From an optimization exercise on the open Yosys and OpenROAD flow, aimed at a short achievable clock period and few clock cycles; shortcuts taken in it are not production practice.
In this exercise RTL edits were held to simulation tests only and were not proved equivalent to the original.
Power and IR drop assume default switching activity.

--- design/flow/config.mk ---
export PLATFORM = sky130hd
export DESIGN_NAME = CPU
export DESIGN_NICKNAME = CPU
export VERILOG_FILES = /design/flow/design.v
export SDC_FILE = /design/flow/constraint.sdc
export NUM_CORES = 4
export LEC_CHECK = 0
export CAP_MARGIN = 20
export CORE_MARGIN = 2
export CORE_UTILIZATION = 40
export SLEW_MARGIN = 20
--- design/flow/constraint.sdc ---
create_clock -name core_clock -period 13.0 [get_ports {clk}]
set_input_delay 2.6000 -clock core_clock [delete_from_list [all_inputs] [get_ports {clk}]]
set_output_delay 2.6000 -clock core_clock [all_outputs]
set_load 0.01 [all_outputs]
--- design/flow/design.v ---
`timescale 1ns / 1ps
module alu1b(
  input [8:0] ctrl,  
  input a, b, ci, ri,
  output q, co, ro
  );
  and (and_b, b, ctrl[8]);
  xor (nb, and_b, ctrl[7]);
  xor (xor_ab, nb, a);
  xor (sum_ab, xor_ab, ci);
  and (and_ab, nb, a);
  and (and_xabc, xor_ab, ci);
  or (co_ab, and_xabc, and_ab);
  and (qsum, sum_ab, ctrl[1]);
  and (csum, co_ab, ctrl[1]);
  and (qxor, xor_ab, ctrl[0]);
  or (or_ab, nb, a);
  and (qor, or_ab, ctrl[3]);
  nor (nor_ab, nb, a);
  and (qnor, nor_ab, ctrl[4]);
  and (qand, and_ab, ctrl[2]);
  and (cshl, a, ctrl[5]);
  and (qshl, ci, ctrl[5]);
  and (qshr, ri, ctrl[6]);  
  or (q, qxor, qsum, qand, qor, qnor, qshl, qshr);
  or (co, csum, cshl);
  buf (ro, a);
endmodule
`timescale 1ns / 1ps
module ALU(
  input [15:0] Ai, Bi,
  input [5:0] oper,  
  input wb, CFi,
  output [15:0] Qo,
  output CF, ZF, SF, VF, HCF, ALU_en
  );
  wire [8:0] ctrl;  
  not (nalu2, oper[5]);
  not (nalu1, oper[4]);
  not (nalu0, oper[3]);
  not (narg1, oper[2]);
  not (narg0, oper[1]);
  not (nfunc, oper[0]);
  and (xor_and_ctrl, oper[5], nalu1, nalu0);
  and (shift_ctrl, nalu2, nalu1, oper[3]);
  and (or_nor_ctrl, oper[5], nalu1, oper[3]);
  and (add_ctrl, oper[4], nalu0);
  and (notb_ctrl, oper[4], oper[3]);
  buf (ctrl[8], oper[5]);
  buf (ctrl[7], notb_ctrl);
  and (ctrl[6], oper[0], shift_ctrl);
  and (ctrl[5], nfunc,   shift_ctrl);
  and (ctrl[4], oper[0], or_nor_ctrl);
  and (ctrl[3], nfunc,   or_nor_ctrl);
  and (ctrl[2], oper[0], xor_and_ctrl);
  or  (ctrl[1], add_ctrl, notb_ctrl);
  and (ctrl[0], nfunc, xor_and_ctrl);
  or (ALU_en, oper[5], oper[4], oper[3]);
  alu1b u0(ctrl, Ai[0], Bi[0], carryi0, righti1,
           Qo0, carryo1, righto0);
  or (Qo[0], Qo0, ci0);
  buf (carryi1, carryo1); buf (righti1, righto1);
  alu1b u1(ctrl, Ai[1], Bi[1], carryi1, righti2,
           Qo[1], carryo2, righto1);
  buf (carryi2, carryo2); buf (righti2, righto2);  
  alu1b u2(ctrl, Ai[2], Bi[2], carryi2, righti3,
           Qo[2], carryo3, righto2);
  buf (carryi3, carryo3); buf (righti3, righto3);  
  alu1b u3(ctrl, Ai[3], Bi[3], carryi3, righti4,
           Qo[3], carryo4, righto3);
  buf (carryi4, carryo4); buf (righti4, righto4);  
  alu1b u4(ctrl, Ai[4], Bi[4], carryi4, righti5,
           Qo[4], carryo5, righto4);
  buf (carryi5, carryo5); buf (righti5, righto5);  
  alu1b u5(ctrl, Ai[5], Bi[5], carryi5, righti6,
           Qo[5], carryo6, righto5);
  buf (carryi6, carryo6); buf (righti6, righto6);  
  alu1b u6(ctrl, Ai[6], Bi[6], carryi6, righti7,
           Qo[6], carryo7, righto6);
  buf (carryi7, carryo7); buf (righti7, righto7);  
  alu1b u7(ctrl, Ai[7], Bi[7], carryi7, righti8,
           Qo[7], carryo8, righto7);
  buf (carryi8, carryo8); or (righti8, righto8, ri8);  
  alu1b u8(ctrl, Ai[8], Bi[8], carryi8, righti9,
           Qo[8], carryo9, righto8);
  buf (carryi9, carryo9); buf (righti9, righto9);  
  alu1b u9(ctrl, Ai[9], Bi[9], carryi9, righti10,
           Qo[9], carryo10, righto9);
  buf (carryi10, carryo10); buf (righti10, righto10);  
  alu1b u10(ctrl, Ai[10], Bi[10], carryi10, righti11,
           Qo[10], carryo11, righto10);
  buf (carryi11, carryo11); buf (righti11, righto11);  
  alu1b u11(ctrl, Ai[11], Bi[11], carryi11, righti12,
           Qo[11], carryo12, righto11);
  buf (carryi12, carryo12); buf (righti12, righto12);  
  alu1b u12(ctrl, Ai[12], Bi[12], carryi12, righti13,
           Qo[12], carryo13, righto12);
  buf (carryi13, carryo13); buf (righti13, righto13);  
  alu1b u13(ctrl, Ai[13], Bi[13], carryi13, righti14,
           Qo[13], carryo14, righto13);
  buf (carryi14, carryo14); buf (righti14, righto14);  
  alu1b u14(ctrl, Ai[14], Bi[14], carryi14, righti15,
           Qo[14], carryo15, righto14);
  buf (carryi15, carryo15); buf (righti15, righto15);  
  alu1b u15(ctrl, Ai[15], Bi[15], carryi15, righti16,
           Qo[15], carryo16, righto15);
  assign CF = (notb_ctrl ^ (wb ? carryo8 : carryo16)) | 
              (righto0 & ctrl[6]);   
  nor (lo_zero, Qo[0], Qo[1], Qo[2], Qo[3], Qo[4], Qo[5], Qo[6], Qo[7]);
  nor (hi_zero, Qo[8], Qo[9], Qo[10], Qo[11], Qo[12], Qo[13], Qo[14], Qo[15]);
  assign ZF = wb ? lo_zero : (lo_zero & hi_zero);
  assign SF = wb ? Qo[7] : Qo[15];
  assign VF = wb ? (carryo8 ^ carryo7) : (carryo16 ^ carryo15);
  buf (HCF, carryo4);
  and (arth_shift, shift_ctrl, narg1, oper[1]);  
  and (rotate, shift_ctrl, oper[2], narg0);  
  and (cy_rotate, shift_ctrl, oper[2], oper[1]);  
  assign adc_sbb_rotc = notb_ctrl ^ (CFi & ((oper[0] & add_ctrl) | cy_rotate));
  assign sar = arth_shift & (wb ? Ai[7] : Ai[15]);
  assign rot = rotate & ((wb ? carryo8 : carryo16) | (righto0 & ctrl[6]));
  buf (carryi0, adc_sbb_rotc);
  not (nwb, wb);
  or (sar_rot, sar, rot);
  and (righti16, sar_rot, nwb, ctrl[6]);
  and (ri8, sar_rot, wb, ctrl[6]);
  and (ci0, rot, ctrl[5]);
endmodule
`timescale 1ns / 1ps
module REGU(
  input clk, rst, execution_signal,
  input [15:0] alu_Q, imm_value, mem_data,
  input [4:0] pcpos,
  input [2:0] isrc, idst,
  input twb,
  tgpr_dst, titr_dst, tss_dst, tds_dst, tcs_dst,
  tgpr_src, titr_src, imm_src, tss_src, tds_src, tcs_src, mem_src,
  input [2:0] iscra,
  input [1:0] iscrb,
  input ALU_en, awb,
  input pc_write, cs_write,
  output [15:0] out_A, out_B,  
                PC, V2, ACC,
  output reg [7:0] CS, DS, SS,
  output [15:0] pc_next,
  output [7:0] cs_next
  );
  wire [15:0] main_bus;
  reg [7:0] lo_ITR [7:0];
  reg [7:0] hi_ITR [7:0];
  reg [7:0] lo_GPR [7:0];
  reg [7:0] hi_GPR [7:0];
  wire [15:0] pc_inc = {hi_ITR[7], lo_ITR[7]} +
          {pcpos[4] ? 10'h3ff : 10'h0, pcpos[3:0], 2'b00} + 3'h4;
  integer i;
  always @(posedge clk or posedge rst) begin
    if (rst) begin
      for (i = 0; i < 8; i = i + 1) begin
        lo_ITR[i] <= 8'h00; hi_ITR[i] <= 8'h00;
        lo_GPR[i] <= 8'h00; hi_GPR[i] <= 8'h00;
      end
      CS <= 8'hff;
      DS <= 8'hff;
      SS <= 8'hff;
    end
    else if (execution_signal) begin
      if (!pc_write) begin
        {hi_ITR[7], lo_ITR[7]} <= pc_inc;
      end
      if (titr_dst) begin
        lo_ITR[idst] <= main_bus[7:0];
        if (!twb) begin
          hi_ITR[idst] <= main_bus[15:8];
        end
      end
      else if (tgpr_dst) begin
        lo_GPR[idst] <= main_bus[7:0];
        if (!twb) begin
          hi_GPR[idst] <= main_bus[15:8];
        end
      end
      else begin
        if (tss_dst) SS <= main_bus[7:0];
        if (tds_dst) DS <= main_bus[7:0];
        if (tcs_dst) CS <= main_bus[7:0];
      end
      if (ALU_en) begin
        lo_ITR[3] <= alu_Q[7:0];
        if (!awb) begin
          hi_ITR[3] <= alu_Q[15:8];
        end
      end
      if (mem_src) begin
        lo_ITR[2] <= mem_data[7:0];
        if (!awb) begin
          hi_ITR[2] <= mem_data[15:8];
        end
      end
    end
  end
  assign main_bus = ({16{titr_src}} & { hi_ITR[isrc], lo_ITR[isrc] }) |
                    ({16{tgpr_src}} & { hi_GPR[isrc], lo_GPR[isrc] }) |
                    ({16{imm_src}}  & imm_value) |
                    ({16{tss_src}}  & { 8'h00, SS }) |
                    ({16{tds_src}}  & { 8'h00, DS }) |
                    ({16{tcs_src}}  & { 8'h00, CS });
  assign out_A = { hi_ITR[iscra], lo_ITR[iscra] };
  assign out_B = { hi_ITR[iscrb], lo_ITR[iscrb] };
  assign PC = {hi_ITR[7], lo_ITR[7]};
  assign V2 = {hi_ITR[2], lo_ITR[2]};
  assign ACC = {hi_ITR[3], lo_ITR[3]};
  assign pc_next = pc_write ? {twb ? hi_ITR[7] : main_bus[15:8], main_bus[7:0]} : pc_inc;
  assign cs_next = cs_write ? main_bus[7:0] : CS;
endmodule
`timescale 1ns / 1ps
module DEC(
  input [15:0] IRH, IRL,
  input [4:0] flags,
  output ctrlo, aluo, poso, immo,
  output [4:0] pcpos,
  output [2:0] isrc, idst,
  output twb,
  output tgpr_dst, titr_dst, tss_dst, tds_dst, tcs_dst,
  output tgpr_src, titr_src, tss_src, tds_src, tcs_src,
  output [15:0] imm_value,
  output [5:0] alu_opc,
  output [2:0] iscra,
  output [1:0] iscrb,
  output awb,
  output new_carry_flag,
  output pc_write, cs_write
  );
  wire poso1 = ~IRH[15] & ~IRH[14];
  assign ctrlo = ~IRH[15] & IRH[14];
  assign poso = poso1 | (ctrlo & ~IRL[0]);
  assign immo = IRH[15] | (ctrlo & IRL[0]);
  assign aluo = IRH[15] | poso1;
  wire [3:0] ir_flags = IRH[7:4];
  wire hc_temp  = flags[0] & (~ir_flags[3]) & (~ir_flags[2]) & (~ir_flags[1]);
  wire c_temp   = flags[4] & (~ir_flags[3]) & ir_flags[1];
  wire z_temp1  = flags[3] & (~ir_flags[3]) & ir_flags[2];
  wire s_temp   = flags[2] & ir_flags[3]    & (~ir_flags[2]) & (~ir_flags[1]);
  wire v_temp   = flags[1] & ir_flags[3]    & (~ir_flags[2]) & ir_flags[1];
  wire ls_temp  = (flags[1] ^ flags[2])     & ir_flags[3]    & ir_flags[2];
  wire z_temp2  = flags[3] & ir_flags[3]    & ir_flags[2]    & ir_flags[1];
  wire branch_signal = ir_flags[0] ^ (hc_temp | c_temp | z_temp1 | v_temp |
                                      s_temp | ls_temp | z_temp2);
  assign pcpos = ((branch_signal | (~IRH[13])) & poso) ? IRH[12:8] : 5'h0;
  wire bit_D = IRH[3];
  wire bit_18 = IRH[2];
  wire bit_14 = IRL[14];
  assign twb = IRL[10];
  wire pstr_oper = poso, imm_oper = immo;
  assign isrc = bit_D ? {IRH[1:0], IRL[15]} : IRL[13:11];
  assign idst = bit_D ? IRL[13:11] : {IRH[1:0], IRL[15]};
  assign tgpr_src = ({pstr_oper, bit_D, bit_14} == 3'b100);
  assign titr_src = ({pstr_oper, bit_D, bit_18} == 3'b111 ||
                     {pstr_oper, bit_D, bit_14} == 3'b101);
  assign tcs_src  = ({pstr_oper, bit_D, bit_18, IRH[1:0], IRL[15]} == 6'b110100);
  assign tds_src  = ({pstr_oper, bit_D, bit_18, IRH[1:0], IRL[15]} == 6'b110010);
  assign tss_src  = ({pstr_oper, bit_D, bit_18, IRH[1:0], IRL[15]} == 6'b110001);
  assign tgpr_dst = ({pstr_oper, imm_oper, bit_14} == 3'b010 ||
                     {pstr_oper, bit_D, bit_14}    == 3'b110);
  assign titr_dst = ({pstr_oper, imm_oper, bit_14} == 3'b011 ||
                     {pstr_oper, bit_D, bit_14}    == 3'b111 ||
                     {pstr_oper, bit_D, bit_18}    == 3'b101);
  assign tcs_dst  = ({pstr_oper, imm_oper, IRH[1], twb} == 4'b0111 ||
                     {pstr_oper, bit_D, bit_18, IRH[1]} == 4'b1001);
  assign tds_dst  = ({pstr_oper, imm_oper, IRH[1], twb} == 4'b0111 ||
                     {pstr_oper, bit_D, bit_18, IRH[0]} == 4'b1001);
  assign tss_dst  = ({pstr_oper, imm_oper, IRH[1], twb} == 4'b0111 ||
                     {pstr_oper, bit_D, bit_18, IRL[15]} == 4'b1001);
  assign imm_value = {twb ? 8'h00 : {IRH[6:0], IRL[15]},
                      aluo ? IRH[14] : IRL[5], IRH[13:7]};
  assign alu_opc = aluo ? {IRL[8:6], IRL[2:0]} : 6'h0;
  assign iscra = IRL[5:3];
  assign iscrb = IRL[2:1];
  assign awb = IRL[9];
  assign new_carry_flag = IRL[4] ? IRL[3] : flags[4] ^ IRL[3];
  assign pc_write = titr_dst && idst == 3'h7;
  assign cs_write = !titr_dst && !tgpr_dst && tcs_dst;
endmodule
module CPU(
  input clk, rst, ready,
  input [15:0] data_in,
  output reg load, store,
  output reg code_seg, data_seg, stack_seg,
  output alu_wb,
  output [23:0] addr_out,
  output [15:0] data_out
  );
  reg [15:0] IR [1:0];  
  reg [4:0] flags;  
  reg st_H, st_L, st_M, st_B;  
  reg xp;  
  reg [23:0] addr_r;
  wire [15:0] alu_Ai, alu_Bi, alu_Qo, PC, V2, ACC, pc_next;
  wire [7:0] CS, DS, SS, cs_next;
  wire ctrlo, aluo, poso, immo, twb, awb, new_carry_flag;
  wire tgpr_dst, titr_dst, tss_dst, tds_dst, tcs_dst;
  wire tgpr_src, titr_src, tss_src, tds_src, tcs_src;
  wire [4:0] pcpos;
  wire [2:0] isrc, idst, iscra;
  wire [1:0] iscrb;
  wire [15:0] imm_value;
  wire [5:0] alu_opc;
  wire pc_write_x, cs_write_x;
  DEC dec_x(IR[1], IR[0], flags,
    ctrlo, aluo, poso, immo, pcpos, isrc, idst, twb,
    tgpr_dst, titr_dst, tss_dst, tds_dst, tcs_dst,
    tgpr_src, titr_src, tss_src, tds_src, tcs_src,
    imm_value, alu_opc, iscra, iscrb, awb, new_carry_flag,
    pc_write_x, cs_write_x);
  wire n_ctrlo, n_aluo, n_poso, n_immo, n_twb, n_awb, n_ncf;
  wire n_tgpr_dst, n_titr_dst, n_tss_dst, n_tds_dst, n_tcs_dst;
  wire n_tgpr_src, n_titr_src, n_tss_src, n_tds_src, n_tcs_src;
  wire [4:0] n_pcpos;
  wire [2:0] n_isrc, n_idst, n_iscra;
  wire [1:0] n_iscrb;
  wire [15:0] n_imm_value;
  wire [5:0] n_alu_opc;
  wire n_pc_write, n_cs_write;
  DEC dec_n(IR[1], data_in, flags,
    n_ctrlo, n_aluo, n_poso, n_immo, n_pcpos, n_isrc, n_idst, n_twb,
    n_tgpr_dst, n_titr_dst, n_tss_dst, n_tds_dst, n_tcs_dst,
    n_tgpr_src, n_titr_src, n_tss_src, n_tds_src, n_tcs_src,
    n_imm_value, n_alu_opc, n_iscra, n_iscrb, n_awb, n_ncf,
    n_pc_write, n_cs_write);
  wire mem_done = st_M & ready;
  wire execution_signal = xp | st_B | mem_done;
  wire mem_src = mem_done & ~IR[0][7];
  ALU alu(
    alu_Ai, alu_Bi,
    alu_opc,
    awb, flags[4],
    alu_Qo,
    CF, ZF, SF, VF, HCF, ALU_en
  );
  REGU regu(
    clk, rst, execution_signal,
    alu_Qo, imm_value, data_in,
    pcpos,
    isrc, idst,
    twb,
    tgpr_dst, titr_dst, tss_dst, tds_dst, tcs_dst,
    tgpr_src, titr_src, immo, tss_src, tds_src, tcs_src, mem_src,
    iscra,
    iscrb,
    ALU_en, awb,
    pc_write_x, cs_write_x,
    alu_Ai, alu_Bi, PC, V2, ACC,
    CS, DS, SS,
    pc_next, cs_next
  );
  wire [15:0] pc_seq = PC + 16'h4;
  wire [15:0] pc_br = PC + {{10{IR[1][12]}}, IR[1][11:8], 2'b00} + 16'h4;
  wire [15:0] pc_pred = n_pcpos[4] | n_pcpos[3] | n_pcpos[2] | n_pcpos[1] | n_pcpos[0]
                        ? pc_br : pc_seq;
  wire n_mem = IR[1][15:14] == 2'b01 && data_in[8];
  wire n_bub = n_pc_write | n_cs_write;
  always @(posedge clk or posedge rst) begin
    if (rst) begin
      IR[1] <= 16'h0; IR[0] <= 16'h0;
      st_H <= 1'b1; st_L <= 1'b0; st_M <= 1'b0; st_B <= 1'b0;
      xp <= 1'b0;
      load <= 1'b0;
      store <= 1'b0;
      code_seg <= 1'b1; data_seg <= 1'b0; stack_seg <= 1'b0;
      addr_r <= 24'hff0000;
    end
    else begin
      xp <= 1'b0;
      if (st_H) begin
        if (ready && load) begin
          IR[1] <= data_in;
          st_H <= 1'b0; st_L <= 1'b1;
          addr_r[15:0] <= addr_r[15:0] + 16'h2;
        end
        else load <= 1'b1;
      end
      if (st_L && ready) begin
        IR[0] <= data_in;
        st_L <= 1'b0;
        if (n_mem) begin
          st_M <= 1'b1;
          load <= ~data_in[7];
          store <= data_in[7];
          code_seg <= 1'b0;
          data_seg <= ~data_in[6];
          stack_seg <= data_in[6];
          addr_r <= {data_in[6] ? SS : DS, ACC};
        end
        else if (n_bub) begin
          st_B <= 1'b1;
          load <= 1'b0;
        end
        else begin
          st_H <= 1'b1;
          xp <= 1'b1;
          addr_r <= {CS, pc_pred};
        end
      end
      if (mem_done | st_B) begin
        st_M <= 1'b0; st_B <= 1'b0; st_H <= 1'b1;
        load <= 1'b1; store <= 1'b0;
        code_seg <= 1'b1; data_seg <= 1'b0; stack_seg <= 1'b0;
        addr_r <= {cs_next, pc_next};
      end
    end
  end
  always @(posedge clk or posedge rst) begin
    if (rst) begin
      flags <= 5'b00000;
    end
    else if (execution_signal) begin
      if (ALU_en) begin
        flags <= {CF, ZF, SF, VF, HCF};
      end
      else if (ctrlo) begin
        flags[4] <= new_carry_flag;
      end
    end
  end
  assign alu_wb = awb;
  assign addr_out = addr_r;
  assign data_out = V2;
endmodule
--- design/flow/run.sh ---
#!/bin/bash
# synth_recipe.tcl (not shown) runs the flow's synth.tcl, then flattens the netlist and writes it again
# the make line also repeats each setting of config.mk as NAME=value (left out here)
make -C /OpenROAD-flow-scripts/flow DESIGN_CONFIG=/design/flow/config.mk WORK_HOME=/design/flow/orfs CLKGATE_MAP_FILE= SYNTH_SCRIPT=/design/flow/synth_recipe.tcl finish
==> out/summary.txt <==
Crit-path most repeated cell - fa_1
CTS tree - yes
Switching Fraction - 0.225
Average wire per standard cell - 27.0 microns
Clock tree buffer depth - 3
Mapped Area - 22600 sq um
CTS Buf Count - 43
DRC - 0
Routed Antenna Nets - 0
Area of the core - 56200 sq um
GR Layer Usage met2 - 0.457
CP Buf/Inv Count - 1
Startpoint Class - register
Asr flop ratio synth - 1.00
M1 GR Usage - 0.410
Worst-path clk slew - 0.06 ns
Highest clock rate - 83.5 MHz
Fin crit period - 11.98 ns
Vias/cell - 6.17
Syn_nets - 2606
Reg2reg setup slack - 1.02 ns
# hold bufs at CTS - 0
Post-synth EDFFs - 0
CP endpoint kind - register
Seq/Total Area, Yosys - 0.390
Reg2reg start - IR[1][15]
Mean Syn Cell Area - 9.11 sq um
Top cells by area, synth - dfrtp_1 (35%), nand2_1 (5.8%), a21oi_1 (5.0%)
Most frequent cells after synthesis - nand2_1 (351), dfrtp_1 (317), nor2_1 (271), a21oi_1 (225), o21ai_0 (172)
Maximum vdd drop - 80.8 uV
Num rows - 87
GPL Wtd Cong - 0.957
Type of the most critical hold path - reg -> reg
Final Cycle Share - 0.922
Worst path slowest cell - fa_1
Post-detail-place hpwl - 63800 microns
Arr. time, crit path - 12.49 ns
Die Ht - 242 microns
Distinct cells, synth - 92
Initial Utilization - 0.403
Area share of the largest cell type after synthesis - 0.350
CTS Sinks - 351
Clock Latency Late Sink - 0.59 ns
Worst setup startpoint - IR[1][15]
Largest net degree at the start of global routing - 154
GRT busiest layer - met2
Hold Violations, Final - 0
R2R depth - 52
Reg power frac - 0.451
Peak per-stage delay on the critical path - 0.51 ns
Layout Nets - 2614
Post-Syn Instances - 2485
Static Leak - 11.1 nW
Drt pass-1 iters - 6
Postcts setup bufs - 0
Initial antenna violation count - 3
Sw Pwr - 0.545 mW
Hold WS - 0.463 ns
Slew Limit Fails - 0
FILL cells - 5462
WP data required - 13.50 ns
Critical path peak fanout - 9
PwrDens - 94.9 nW/um^2
Status - finished clean
Ys flop type - dfrtp_1
Vias - 20300
Overall global routing resource usage - 0.299
Final setup skew - 0.0392 ns
Power share of the combinational group - 0.018
Count of yosys warnings during synthesis - 126
CTS root buffer - clkbuf_16
Most common cell in the netlist - nand2_1
Synth area leader - dfrtp_1
I/O Buffers - 64
Crit path kind - reg -> reg
Slew headroom - 0.211
Vias in the first global route - 19500
Final WL - 88600 microns
Unrepaired setup endpoints after global routing - false
Die footprint - 58500 sq um
Endpoints failing setup - 0
Max cap viols - 0
First-pass GRT wire length - 132000 microns
Yosys reg bits - 351
Largest delay share family, worst path - adder cells
Pint - 1.88 mW
Hold Startpoint - code_seg
Setup TNS - 0 ns
WP depth - 52
Iteration-0 DRC Markers - 2167
GRT Residual Overflow - 0
Layout cells sized above 1 - 0.138
Clk pwr share - 0.531
IO Count - 65
Area delta synth->final - 12.8%
Post-CTS sizing - 0
Post-layout util - 0.455
Reg-to-reg endpoint - flags[3]
Die width - 242 microns
GR Layer Usage met3 - 0.0578
H-tree depth - 2
Crit path to - flags[3]
Worst-Margin Slew - 1.17 ns
layout by cell type (no fill, tap or decap), types with 16 or more instances in the layout:
cell type	instances
a211oi_1	25
a21o_1	22
a21oi_1	223
a221o_1	25
a221oi_1	19
a22o_1	16
a22oi_1	23
and3_1	16
buf_4	83
clkbuf_16	44
clkdlybuf4s50_1	64
dfrtp_1	317
dfstp_2	34
fa_1	18
ha_1	84
inv_1	56
mux2_2	62
mux2i_1	58
mux4_2	37
nand2_1	351
nand3_1	42
nor2_1	263
nor3_1	32
o21ai_0	172
o21ai_1	21
o22ai_1	37
o2bb2ai_1	16
xnor2_1	40
xor2_1	46
final cells by class:
type | count | area (sq um) | area share
well taps | 756 | 946 | 0.0370
flip-flops and latches | 351 | 8830 | 0.346
clock buffers | 61 | 1220 | 0.0480
multi-input cells | 1890 | 12800 | 0.500
diodes | 2 | 5.00 | 0.000196
clock inverters | 19 | 270 | 0.0106
repair buffers | 148 | 1280 | 0.0503
inverters | 59 | 229 | 0.00896
worst register-to-register path: cells and delay by family, from the launching register on:
family	cells	cell delay, ns
adders and majority gates	16	6.11
DFF	1	0.50
and+or+nand+nor	17	2.01
AOI/OAI and AO/OA	17	2.88
xor gates and xnor gates	1	0.21
buffers and inverters	1	0.20
state kept, by name, summed over array words and instances (netlist names):
| register | flops |
|---|---|
| regu.SS | 8 |
| code_seg | 1 |
| regu.lo_GPR | 64 |
| st_M | 1 |
| st_H | 1 |
| load | 1 |
| regu.lo_ITR | 64 |
| regu.CS | 8 |
| st_B | 1 |
| stack_seg | 1 |
| regu.hi_ITR | 64 |
| data_seg | 1 |
| flags | 5 |
| store | 1 |
| IR | 32 |
| regu.DS | 8 |
| st_L | 1 |
| regu.hi_GPR | 64 |
| xp | 1 |
| addr_r | 24 |
power groups by stage:
stage,clock network [mW],registers (mW),logic (mW)
after floorplan,0,1.11,0.0216
after global placement,0,1.11,0.0452
after detailed placement,0,1.11,0.0453
after CTS,1.31,1.09,0.0456
after global routing,1.35,1.09,0.0488
final,1.29,1.09,0.0445
metal layers:
| metal | share of wire | up-vias |
|---|---|---|
| li1 | - | 8974 |
| met1 | 0.43 | 10200 |
| met2 | 0.44 | 898 |
| met3 | 0.083 | 187 |
| met4 | 0.047 | 2 |
| met5 | 0.00012 | - |
stage by stage:
stage | power, mW | area (sq um) | std cells | worst slack [ns]
2_1_floorplan | 1.13 | 22600 | 2485 | 0.721
3_3_place_gp | 1.16 | 24000 | 3204 | 1.13
3_5_place_dp | 1.16 | 24000 | 3204 | 1.07
4_1_cts | 2.44 | 25500 | 3284 | 1.05
5_1_grt | 2.49 | 25500 | 3284 | 0.192
6_report | 2.42 | 25500 | 3286 | 1.02
worst min-delay path by stage:
stage | endpoint | slack, ns | depth (start not counted)
2_1_floorplan | regu.lo_GPR[4][1] | 0.44 | 2
3_5_place_dp | code_seg | 0.45 | 2
6_report | code_seg | 0.46 | 2
5_1_grt | code_seg | 0.49 | 2
3_3_place_gp | code_seg | 0.45 | 2
4_1_cts | code_seg | 0.46 | 2
kinds of logic (layout without fill, tap and decap cells):
logic type | Yosys count | in the layout | share of synthesized area
AND/OR/NAND/NOR | 791 | 791 | 0.150
AO/OA/AOI/OAI | 745 | 745 | 0.215
flip-flops | 351 | 351 | 0.390
buffers and inverters | 244 | 287 | 0.0505
multiplexers | 166 | 166 | 0.0994
adder cells (fa/ha/maj) | 102 | 102 | 0.0623
XOR/XNOR | 86 | 86 | 0.0333
other | 0 | 2 | 0
Testbench counts, summed over its fixed seeds: cycles 26,244.

==> separate check: timing with driven ports <==
The results above use ideal ports. As a check the final layout listed here was re-extracted and re-timed, cells and wires unchanged. Step 1: set_driving_cell puts a clkbuf_16 on clk and a buf_2 on each other input, an assumption about the parent block. Step 2 moves the port delays by t, midway between the first and last clock arrival at a register: inputs arrive t later, outputs are due t later. That takes back most of the time a late clock gives input paths. Three values: no drivers, after step 1, after step 2; two values: the first two.
t, ns: 0.635
slack for setup (ns): 1.018 / 1.018 / 1.018
latest minus earliest clock arrival (ns): 0.039 / 0.040
slew at the worst register clock pin (ns): 0.06 / 0.06
After both steps setup and hold are still met in this run. For this run, drivers alone change the setup slack by 0.000 ns; drivers and shift together by 0.000 ns.
